This design comes from an exercise in tuning for small area on the open sky130 flow, not from production work.
The RTL was checked by simulation tests, not by an equivalence proof against the original design.
Power figures rest on the tool's default switching activity, not on a simulated workload.

==> flow/design.v <==
module serial_tx_box
(
input  wire       CLK,
input  wire       RST,
input  wire       I_STB,
input  wire [7:0] I_DATA,
output wire       I_ACK,
output wire       O_TxD,
input  wire       TICK
);
reg  [255:0] rg;
reg  [4:0]   dw;
reg  [4:0]   dr;
reg          fl;
wire [7:0]   tap    = rg[255:248];
wire         zw     = (dw == 5'd0);
wire         zr     = (dr == 5'd0);
reg  [9:0]   sh;
reg          txd;
reg  [2:0]   sub;
wire         bnd    = TICK && (sub == 3'd7);
wire         shfree = (sh == 10'd0);
wire         ld     = shfree && zr && !(zw && !fl);
wire         wr     = I_STB && zw && !(zr && fl && !ld);
always@(posedge CLK)
 rg <= {rg[247:0], wr ? I_DATA : tap};
always@(posedge CLK or posedge RST)
 if(RST)        dw <= 5'd0;
 else if(!wr)   dw <= dw - 5'd1;
always@(posedge CLK or posedge RST)
 if(RST)        dr <= 5'd0;
 else if(!ld)   dr <= dr - 5'd1;
always@(posedge CLK or posedge RST)
 if(RST)        fl <= 1'b0;
 else if(wr)    fl <= 1'b1;
 else if(ld)    fl <= 1'b0;
always@(posedge CLK)
 if(TICK)       sub <= sub + 3'd1;
always@(posedge CLK or posedge RST)
 if(RST)                 sh <= 10'd0;
 else if(bnd && !shfree) sh <= {1'b0, sh[9:1]};
 else if(ld)             sh <= {1'b1, tap, 1'b0};
always@(posedge CLK or posedge RST)
 if(RST)                 txd <= 1'b1;
 else if(bnd && !shfree) txd <= sh[0];
assign I_ACK = wr;
assign O_TxD = txd;
endmodule
module serial_rx_box
(
input  wire       CLK,
input  wire       RST,
input  wire       I_RxD,
output wire       O_STB,
output wire [7:0] O_DATA,
input  wire       O_ACK,
input  wire       TICK
);
reg          act;
reg  [6:0]   cnt;
reg  [7:0]   sh;
reg          pend;
wire         smp    = TICK && act && (cnt[2:0] == 3'd3);
wire         dbit   = (cnt[6:3] != 4'd0) && (cnt[6:3] != 4'd9);
reg  [255:0] rg;
reg  [4:0]   dw;
reg  [4:0]   dr;
reg          fl;
wire [7:0]   tap    = rg[255:248];
wire         zr4    = (dr[3:0] == 4'd0);
wire         zw4    = (dw[3:0] == 4'd0);
wire         zr     = zr4 && !dr[4];
wire         zw     = zw4 && !dw[4];
wire         full   = fl && zr4 && (dr[4] == dw[4]);
wire         wr     = pend && zw4 && !full;
wire         wr0    = wr && !dw[4];
wire         wr16   = wr &&  dw[4];
reg  [7:0]   od;
reg          ostb;
wire         take   = ostb && O_ACK;
wire         rd     = zr && !(zw && !fl) && (!ostb || take);
always@(posedge CLK or posedge RST)
 if(RST)                         act <= 1'b0;
 else if(!act && TICK && !I_RxD) act <= 1'b1;
 else if(smp && cnt[6:3] == 4'd9) act <= 1'b0;
always@(posedge CLK)
 if(!act)                       cnt <= 7'd0;
 else if(TICK)                  cnt <= cnt + 7'd1;
always@(posedge CLK)
 if(smp && dbit)                sh <= {I_RxD, sh[7:1]};
always@(posedge CLK or posedge RST)
 if(RST)                          pend <= 1'b0;
 else if(smp && cnt[6:3] == 4'd8) pend <= 1'b1;
 else if(wr)                      pend <= 1'b0;
always@(posedge CLK)
 rg <= {rg[247:128], wr16 ? sh : rg[127:120], rg[119:0], wr0 ? sh : tap};
always@(posedge CLK or posedge RST)
 if(RST)        dw <= 5'd0;
 else if(!wr)   dw <= dw - 5'd1;
always@(posedge CLK or posedge RST)
 if(RST)        dr <= 5'd0;
 else if(!rd)   dr <= dr - 5'd1;
always@(posedge CLK or posedge RST)
 if(RST)        fl <= 1'b0;
 else if(wr)    fl <= 1'b1;
 else if(rd)    fl <= 1'b0;
always@(posedge CLK)
 if(rd)         od <= tap;
always@(posedge CLK or posedge RST)
 if(RST)        ostb <= 1'b0;
 else if(rd)    ostb <= 1'b1;
 else if(take)  ostb <= 1'b0;
assign O_STB  = ostb;
assign O_DATA = od;
endmodule
module uart_box
(
input  wire        CLK,
input  wire        RST,
input  wire        I_STB,
input  wire [7:0]  I_DATA,
output wire        I_ACK,
output wire        O_TxD,
input  wire        I_RxD,
output wire        O_STB,
output wire [7:0]  O_DATA,
input  wire        O_ACK,
input  wire [15:0] CFG_CLK_DIV
);
reg  [15:0] pc;
wire        tick = (pc == 16'd1);
always@(posedge CLK or posedge RST)
 if(RST)        pc <= 16'd1;
 else if(tick)  pc <= CFG_CLK_DIV;
 else           pc <= pc - 16'd1;
serial_tx_box tx
(
.CLK        (CLK),
.RST        (RST),
.I_STB      (I_STB),
.I_DATA     (I_DATA),
.I_ACK      (I_ACK),
.O_TxD      (O_TxD),
.TICK       (tick)
);
serial_rx_box rx
(
.CLK        (CLK),
.RST        (RST),
.I_RxD      (I_RxD),
.O_STB      (O_STB),
.O_DATA     (O_DATA),
.O_ACK      (O_ACK),
.TICK       (tick)
);
endmodule
clock: 10.0 ns
lec_check: 0
cap_margin: 20
core_margin: 2
core_utilization: 50
slew_margin: 20
standard.sh (not shown) runs the stock make flow with config.mk's settings and CLKGATE_MAP_FILE= SYNTH_SCRIPT=/design/flow/synth_recipe.tcl, a recipe that flattens the netlist after the stock synthesis.
==> flow/flow/run.sh <==
#!/bin/bash
# Layout flow: the standard ORFS flow (standard.sh), with a clock tree of clkbuf_8 leaf
# clusters and no dummy clock loads, and buf_1 port buffers.
set -euo pipefail
export CTS_ARGS="-sink_clustering_enable -repair_clock_nets -dont_use_dummy_load -buf_list sky130_fd_sc_hd__clkbuf_8 -sink_clustering_size 20 -sink_clustering_max_diameter 60"
export BUFFER_PORTS_ARGS="-buffer_cell sky130_fd_sc_hd__buf_1"
bash standard.sh > standard.log 2>&1
The starting point completed without violations.
Next try:
==> flow/run.sh (new file) <==
#!/bin/bash
# synth_recipe.tcl (not shown) runs the flow's synth.tcl, then flattens the netlist and writes it again
# the make line also repeats each setting of config.mk as NAME=value (left out here)
make -C /OpenROAD-flow-scripts/flow DESIGN_CONFIG=/design/flow/config.mk WORK_HOME=/design/flow/orfs CLKGATE_MAP_FILE= SYNTH_SCRIPT=/design/flow/synth_recipe.tcl finish
removed: flow/flow/run.sh
removed: flow/standard.sh
The new run went through all stages and came out clean. Synthesized area does not change. Worst hold slack improves by 0.0077 ns. Power climbs by 29%. Wire length climbs by 5.3%. Utilization climbs by 5.4 points. Via count climbs by 3.2%. Global-route usage climbs by 0.78 points.

[separate check: timing with driven ports]
How much do the figures lean on ideal ports? The routed layouts below were timed once more, with nothing changed but the port constraints.
Step 1 assumes that a clkbuf_16 drives the clock port and a buf_2 every other input.
Step 2 adds t to the input delays and takes it off the output delays; t is the mean of the earliest and latest rising clock arrival at the registers after step 1. Input paths then give back, and output paths get back, about the clock's delay inside the block.
Slacks: no drivers / after step 1 / after step 2; pairs: no drivers / after step 1.
| run | t, ns | setup slack, ns | slew at the worst register clock pin (ns) |
|---|---|---|---|
| the first run | 0.573 | 5.208 / 5.186 / 5.186 | 0.11 / 0.11 |
| the second run | 0.601 | 4.379 / 4.354 / 4.354 | 0.06 / 0.06 |
After both steps setup and hold are still met in every run listed. The setup slack of the second run, which loses most, moves by -0.025 ns with the drivers and by -0.025 ns with both steps.
